This design comes from an exercise in tuning for small area and a short achievable clock period on the open sky130 flow, not from production work. Where RTL was checked, it was by simulation tests only, not by an equivalence proof against the original.

the reference run:
==> flow/design.v <==
module FPadd (
    input         ADD_SUB,
    input  [31:0] FP_A,
    input  [31:0] FP_B,
    input         clk,
    output reg [31:0] FP_Z
);
    integer i, l;
    wire [7:0]  eA = FP_A[30:23], eB = FP_B[30:23];
    wire        zA = ~|eA, zB = ~|eB;
    wire        ffA = &eA, ffB = &eB;
    wire        lowA = ~|eA[7:1], lowB = ~|eB[7:1];
    wire        dneg = (eA < eB) & ~lowB;
    wire        deq  = (eA == eB) | (lowA & lowB);
    wire [7:0]  dAB = eA - eB;
    wire [7:0]  dBA = eB - eA;
    wire        c   = zA ^ zB;
    wire [2:0]  hA = eA[7:5], hB = eB[7:5];
    wire        geAB = (eA[4:0] >= eB[4:0]), geBA = (eB[4:0] >= eA[4:0]);
    wire        eqL  = (eA[4:0] == eB[4:0]);
    wire        h2AB = ({1'b0, hA} >= {1'b0, hB} + 4'd2), h2BA = ({1'b0, hB} >= {1'b0, hA} + 4'd2);
    wire        h1AB = ({1'b0, hA} == {1'b0, hB} + 4'd1), h1BA = ({1'b0, hB} == {1'b0, hA} + 4'd1);
    wire        zAB  = h2AB | (h1AB & geAB & ~(c & eqL));
    wire        zBA  = h2BA | (h1BA & geBA & ~(c & eqL));
    wire [23:0] mA = {~zA, FP_A[22:0]}, mB = {~zB, FP_B[22:0]};
    reg  [23:0] lt, eqv;
    always @* begin
        lt  = ~mA & mB;
        eqv = ~(mA ^ mB);
        for (l = 0; (1 << l) < 24; l = l + 1)
            for (i = 0; i < 24; i = i + 1)
                if (((i >> l) & 1) == 1) begin
                    lt[i]  = lt[i] | (eqv[i] & lt[((i >> l) << l) - 1]);
                    eqv[i] = eqv[i] & eqv[((i >> l) << l) - 1];
                end
    end
    wire        swp = dneg | (deq & lt[23]);
    wire        xB  = FP_B[31] ^ ~ADD_SUB;
    reg  [23:0] ma1, mb1;
    reg         sa1, sub1, c1, swp1, zab1, zba1, nan1;
    reg  [4:0]  dab1, dba1;
    reg  [7:0]  e1;
    always @(posedge clk) begin
        ma1   <= mA;
        mb1   <= mB;
        sa1   <= FP_A[31];
        sub1  <= FP_A[31] ^ xB;
        c1    <= c;
        swp1  <= swp;
        dab1  <= dAB[4:0];
        dba1  <= dBA[4:0];
        zab1  <= zAB;
        zba1  <= zBA;
        e1    <= (eA < eB) ? eB : eA;
        nan1  <= (ffA & |FP_A[22:0]) | (ffB & |FP_B[22:0]) | (ffA & ffB & ~ADD_SUB);
    end
    wire [23:0] L0  = swp1 ? mb1 : ma1;
    wire [23:0] S0  = swp1 ? (ma1 ^ {24{sub1}}) : (mb1 ^ {24{sub1}});
    wire [4:0]  sh  = (swp1 ? dba1 : dab1) - {4'd0, c1};
    wire        shz = swp1 ? zba1 : zab1;
    wire [57:0] sw  = {{31{sub1}}, S0, {3{sub1}}} >> sh;
    wire [26:0] sal = shz ? {27{sub1}} : sw[26:0];
    reg  [23:0] l2;
    reg  [26:0] s2al;
    reg  [7:0]  e2;
    reg         sl2, sub2, nan2;
    always @(posedge clk) begin
        l2    <= L0;
        s2al  <= sal;
        e2    <= e1;
        sl2   <= sa1 ^ (swp1 & sub1);
        sub2  <= sub1;
        nan2  <= nan1;
    end
    wire [27:0] xo = {1'b0, l2, 3'b000};
    wire [27:0] yo = {sub2, s2al};
    reg  [27:0] g, p;
    always @* begin
        g = xo & yo;
        p = xo ^ yo;
        g[0] = g[0] | (p[0] & sub2);
        for (l = 0; (1 << l) < 28; l = l + 1)
            for (i = 0; i < 28; i = i + 1)
                if (((i >> l) & 1) == 1) begin
                    g[i] = g[i] | (p[i] & g[((i >> l) << l) - 1]);
                    p[i] = p[i] & p[((i >> l) << l) - 1];
                end
    end
    wire [27:0] M = (xo ^ yo) ^ {g[26:0], sub2};
    reg  [27:0] m3;
    reg  [7:0]  e3;
    reg         sl3, sub3, nan3;
    always @(posedge clk) begin
        m3   <= {M[27:1], 1'b0};
        e3   <= e2;
        sl3  <= sl2;
        sub3 <= sub2;
        nan3 <= nan2;
    end
    wire [31:0] w = {1'b0, m3[26:0], 1'b1, 3'b000};
    reg  [15:0] v1;  reg [15:0] c1l;
    reg  [7:0]  v2;  reg [15:0] c2l;
    reg  [3:0]  v3;  reg [11:0] c3l;
    reg  [1:0]  v4;  reg [7:0]  c4l;
    reg  [4:0]  cnt1;
    always @* begin
        for (i = 0; i < 16; i = i + 1) begin
            v1[i]  = w[2*i+1] | w[2*i];
            c1l[i] = ~w[2*i+1];
        end
        for (i = 0; i < 8; i = i + 1) begin
            v2[i] = v1[2*i+1] | v1[2*i];
            c2l[2*i+:2] = v1[2*i+1] ? {1'b0, c1l[2*i+1]} : {1'b1, c1l[2*i]};
        end
        for (i = 0; i < 4; i = i + 1) begin
            v3[i] = v2[2*i+1] | v2[2*i];
            c3l[3*i+:3] = v2[2*i+1] ? {1'b0, c2l[2*(2*i+1)+:2]} : {1'b1, c2l[2*(2*i)+:2]};
        end
        for (i = 0; i < 2; i = i + 1) begin
            v4[i] = v3[2*i+1] | v3[2*i];
            c4l[4*i+:4] = v3[2*i+1] ? {1'b0, c3l[3*(2*i+1)+:3]} : {1'b1, c3l[3*(2*i)+:3]};
        end
        cnt1 = v4[1] ? {1'b0, c4l[7:4]} : {1'b1, c4l[3:0]};
    end
    reg  [26:0] msk;
    always @* begin
        for (i = 0; i <= 26; i = i + 1)
            msk[i] = ({1'b0, e3} >= 9'd26 - i);
    end
    wire        zero = ~|m3;
    wire        top  = m3[27] | m3[26];
    wire        isDN = ~top & (e3 == 8'd1);
    wire        keep = top | (e3 == 8'd0) | isDN;
    wire        dnrm = ~|(m3[26:0] & msk);
    reg  [27:0] m4;
    reg  [4:0]  k4;
    reg  [7:0]  e4;
    reg         ez4, s4, nan4, inf4;
    always @(posedge clk) begin
        m4    <= m3;
        k4    <= m3[27] ? 5'd0 : keep ? 5'd1 : dnrm ? e3[4:0] : cnt1;
        e4    <= e3 + 8'd1;
        ez4   <= isDN | (~keep & dnrm) | zero;
        s4    <= sl3 & ~(sub3 & zero);
        nan4  <= nan3;
        inf4  <= (e3 == 8'hFF);   
    end
    wire [28:0] ml = {m4, 1'b0} << k4;
    wire [7:0]  en = ez4 ? 8'd0 : (e4 - {3'b000, k4});
    reg  [24:0] sig5;
    reg  [7:0]  e5;
    reg         s5, nan5, inf5;
    always @(posedge clk) begin
        sig5  <= ml[28:4];
        e5    <= en;
        s5    <= s4;
        nan5  <= nan4;
        inf5  <= inf4;
    end
    reg  [24:0] a;
    always @* begin
        a = sig5;
        for (l = 0; (1 << l) < 25; l = l + 1)
            for (i = 0; i < 25; i = i + 1)
                if (((i >> l) & 1) == 1)
                    a[i] = a[i] & a[((i >> l) << l) - 1];
    end
    wire [22:0] frac = sig5[23:1] ^ a[22:0];
    wire        rc   = a[24];
    wire [7:0]  ez   = rc ? (e5 + 8'd1) : e5;
    wire        infz = inf5 | (ez == 8'hFF);
    always @(posedge clk) begin
        if (nan5)
            FP_Z <= {s5, 8'hFF, 23'h400000};
        else if (infz)
            FP_Z <= {s5, 8'hFF, 23'h000000};
        else
            FP_Z <= {s5, ez, frac};
    end
endmodule
export LEC_CHECK = 0
export CAP_MARGIN = 20
export CORE_MARGIN = 2
export CORE_UTILIZATION = 40
export CTS_BUF_LIST = sky130_fd_sc_hd__clkbuf_8
export SETUP_SLACK_MARGIN = 4.4
export SLEW_MARGIN = 20
create_clock -name core_clock -period 7.0 [get_ports {clk}]
standard.sh (not shown) runs the stock make flow with config.mk's settings and CLKGATE_MAP_FILE= SYNTH_SCRIPT=/design/flow/synth_recipe.tcl, a recipe that flattens the netlist after the stock synthesis.
==> flow/flow/run.sh <==
#!/bin/bash
# The standard layout (standard.sh: the standard ORFS synthesis through
# finish, unchanged) with two differences in how the layout is made:
#  - the buffers that global placement puts on every input and output port
#    are buf_2 cells instead of the default pick (clkdlybuf4s50_1, a slow
#    clock-delay cell);
#  - clock tree synthesis inserts no dummy loads.
set -euo pipefail
cd "$(dirname "$0")/.."
export BUFFER_PORTS_ARGS="-buffer_cell sky130_fd_sc_hd__buf_2"
export CTS_ARGS="-sink_clustering_enable -repair_clock_nets -dont_use_dummy_load -buf_list sky130_fd_sc_hd__clkbuf_8 -sink_clustering_size 16 -sink_clustering_max_diameter 80"
bash standard.sh > standard.log 2>&1
The flow did not stop early for the reference run: all stages ran, and the layout cleared the timing, DRC and antenna checks.
Input changes introduced in the trial run (baseline for comparison: the reference run):
diff --git a/flow/design.v b/flow/design.v
--- a/flow/design.v
+++ b/flow/design.v
@@ -10,24 +10,30 @@
     wire        zA = ~|eA, zB = ~|eB;
     wire        ffA = &eA, ffB = &eB;
-    wire        lowA = ~|eA[7:1], lowB = ~|eB[7:1];
-    wire        dneg = (eA < eB) & ~lowB;
-    wire        deq  = (eA == eB) | (lowA & lowB);
-    wire [7:0]  dAB = eA - eB;
-    wire [7:0]  dBA = eB - eA;
+    reg  [7:0]  elt, eeq;
+    always @* begin
+        elt = ~eA & eB;
+        eeq = ~(eA ^ eB);
+        for (l = 0; (1 << l) < 8; l = l + 1)
+            for (i = 0; i < 8; i = i + 1)
+                if (((i >> l) & 1) == 1) begin
+                    elt[i] = elt[i] | (eeq[i] & elt[((i >> l) << l) - 1]);
+                    eeq[i] = eeq[i] & eeq[((i >> l) << l) - 1];
+                end
+    end
+    wire [4:0]  dAB = eA[4:0] - eB[4:0];
     wire        c   = zA ^ zB;
     wire [2:0]  hA = eA[7:5], hB = eB[7:5];
     wire        geAB = (eA[4:0] >= eB[4:0]), geBA = (eB[4:0] >= eA[4:0]);
-    wire        eqL  = (eA[4:0] == eB[4:0]);
     wire        h2AB = ({1'b0, hA} >= {1'b0, hB} + 4'd2), h2BA = ({1'b0, hB} >= {1'b0, hA} + 4'd2);
     wire        h1AB = ({1'b0, hA} == {1'b0, hB} + 4'd1), h1BA = ({1'b0, hB} == {1'b0, hA} + 4'd1);
-    wire        zAB  = h2AB | (h1AB & geAB & ~(c & eqL));
-    wire        zBA  = h2BA | (h1BA & geBA & ~(c & eqL));
+    wire        zAB  = h2AB | (h1AB & geAB);
+    wire        zBA  = h2BA | (h1BA & geBA);
     wire [23:0] mA = {~zA, FP_A[22:0]}, mB = {~zB, FP_B[22:0]};
-    reg  [23:0] lt, eqv;
+    reg  [30:0] lt, eqv;
     always @* begin
-        lt  = ~mA & mB;
-        eqv = ~(mA ^ mB);
-        for (l = 0; (1 << l) < 24; l = l + 1)
-            for (i = 0; i < 24; i = i + 1)
+        lt  = ~FP_A[30:0] & FP_B[30:0];
+        eqv = ~(FP_A[30:0] ^ FP_B[30:0]);
+        for (l = 0; (1 << l) < 31; l = l + 1)
+            for (i = 0; i < 31; i = i + 1)
                 if (((i >> l) & 1) == 1) begin
                     lt[i]  = lt[i] | (eqv[i] & lt[((i >> l) << l) - 1]);
@@ -35,9 +41,9 @@
                 end
     end
-    wire        swp = dneg | (deq & lt[23]);
+    wire        swp = lt[30];
     wire        xB  = FP_B[31] ^ ~ADD_SUB;
     reg  [23:0] ma1, mb1;
     reg         sa1, sub1, c1, swp1, zab1, zba1, nan1;
-    reg  [4:0]  dab1, dba1;
+    reg  [4:0]  dab1;
     reg  [7:0]  e1;
     always @(posedge clk) begin
@@ -49,13 +55,12 @@
         swp1  <= swp;
         dab1  <= dAB[4:0];
-        dba1  <= dBA[4:0];
         zab1  <= zAB;
         zba1  <= zBA;
-        e1    <= (eA < eB) ? eB : eA;
+        e1    <= elt[7] ? eB : eA;
         nan1  <= (ffA & |FP_A[22:0]) | (ffB & |FP_B[22:0]) | (ffA & ffB & ~ADD_SUB);
     end
     wire [23:0] L0  = swp1 ? mb1 : ma1;
     wire [23:0] S0  = swp1 ? (ma1 ^ {24{sub1}}) : (mb1 ^ {24{sub1}});
-    wire [4:0]  sh  = (swp1 ? dba1 : dab1) - {4'd0, c1};
+    wire [4:0]  sh  = swp1 ? (~dab1 + {4'd0, ~c1}) : (dab1 - {4'd0, c1});
     wire        shz = swp1 ? zba1 : zab1;
     wire [57:0] sw  = {{31{sub1}}, S0, {3{sub1}}} >> sh;
Results
Summary of the trial run over the reference run: fraction of area in multi-input gates went up by 0.80 points; final-layout worst hold slack barely changed; sequential cell count lost 4; final clock skew climbed 0.024 ns; layout-stage area growth over the synthesis result went up 0.78 points.
Diff the reference run..the trial run | global-route wire length before repair | negligible
[compare] base=the reference run new=the trial run: worst setup slack went up, global routing usage on met2 went down.
In the trial run relative to the reference run, number of combinational gates with multiple inputs had gone up by a few percent.
Only the layout flow was run in the trial run; the RTL was not checked for function there.

## static timing again, ports no longer ideal
Ports are ideal in the flow. The routed layouts listed here were re-timed in OpenROAD. Step 1 sets driving cells, clkbuf_16 on the clock port and buf_2 on the other inputs (assumed; they add their load-dependent delay and slew). Step 2, shift: input delay + t, output delay - t, t = (earliest + latest rising clock arrival at the registers) / 2. This alone moves slack from input paths to output paths. a / b / c = ideal ports / drivers / drivers and shift; a / b = the first two.
run	shift t [ns]	setup WS [ns]	clock arrival spread, ns
the reference run	0.577	4.379 / 4.376 / 3.799	0.088 / 0.087
the trial run	0.557	4.392 / 4.392 / 3.914	0.111 / 0.111
After both steps every run listed still meets setup and hold. For the reference run, which loses most, drivers alone change the setup slack by -0.003 ns; drivers and shift together by -0.580 ns.
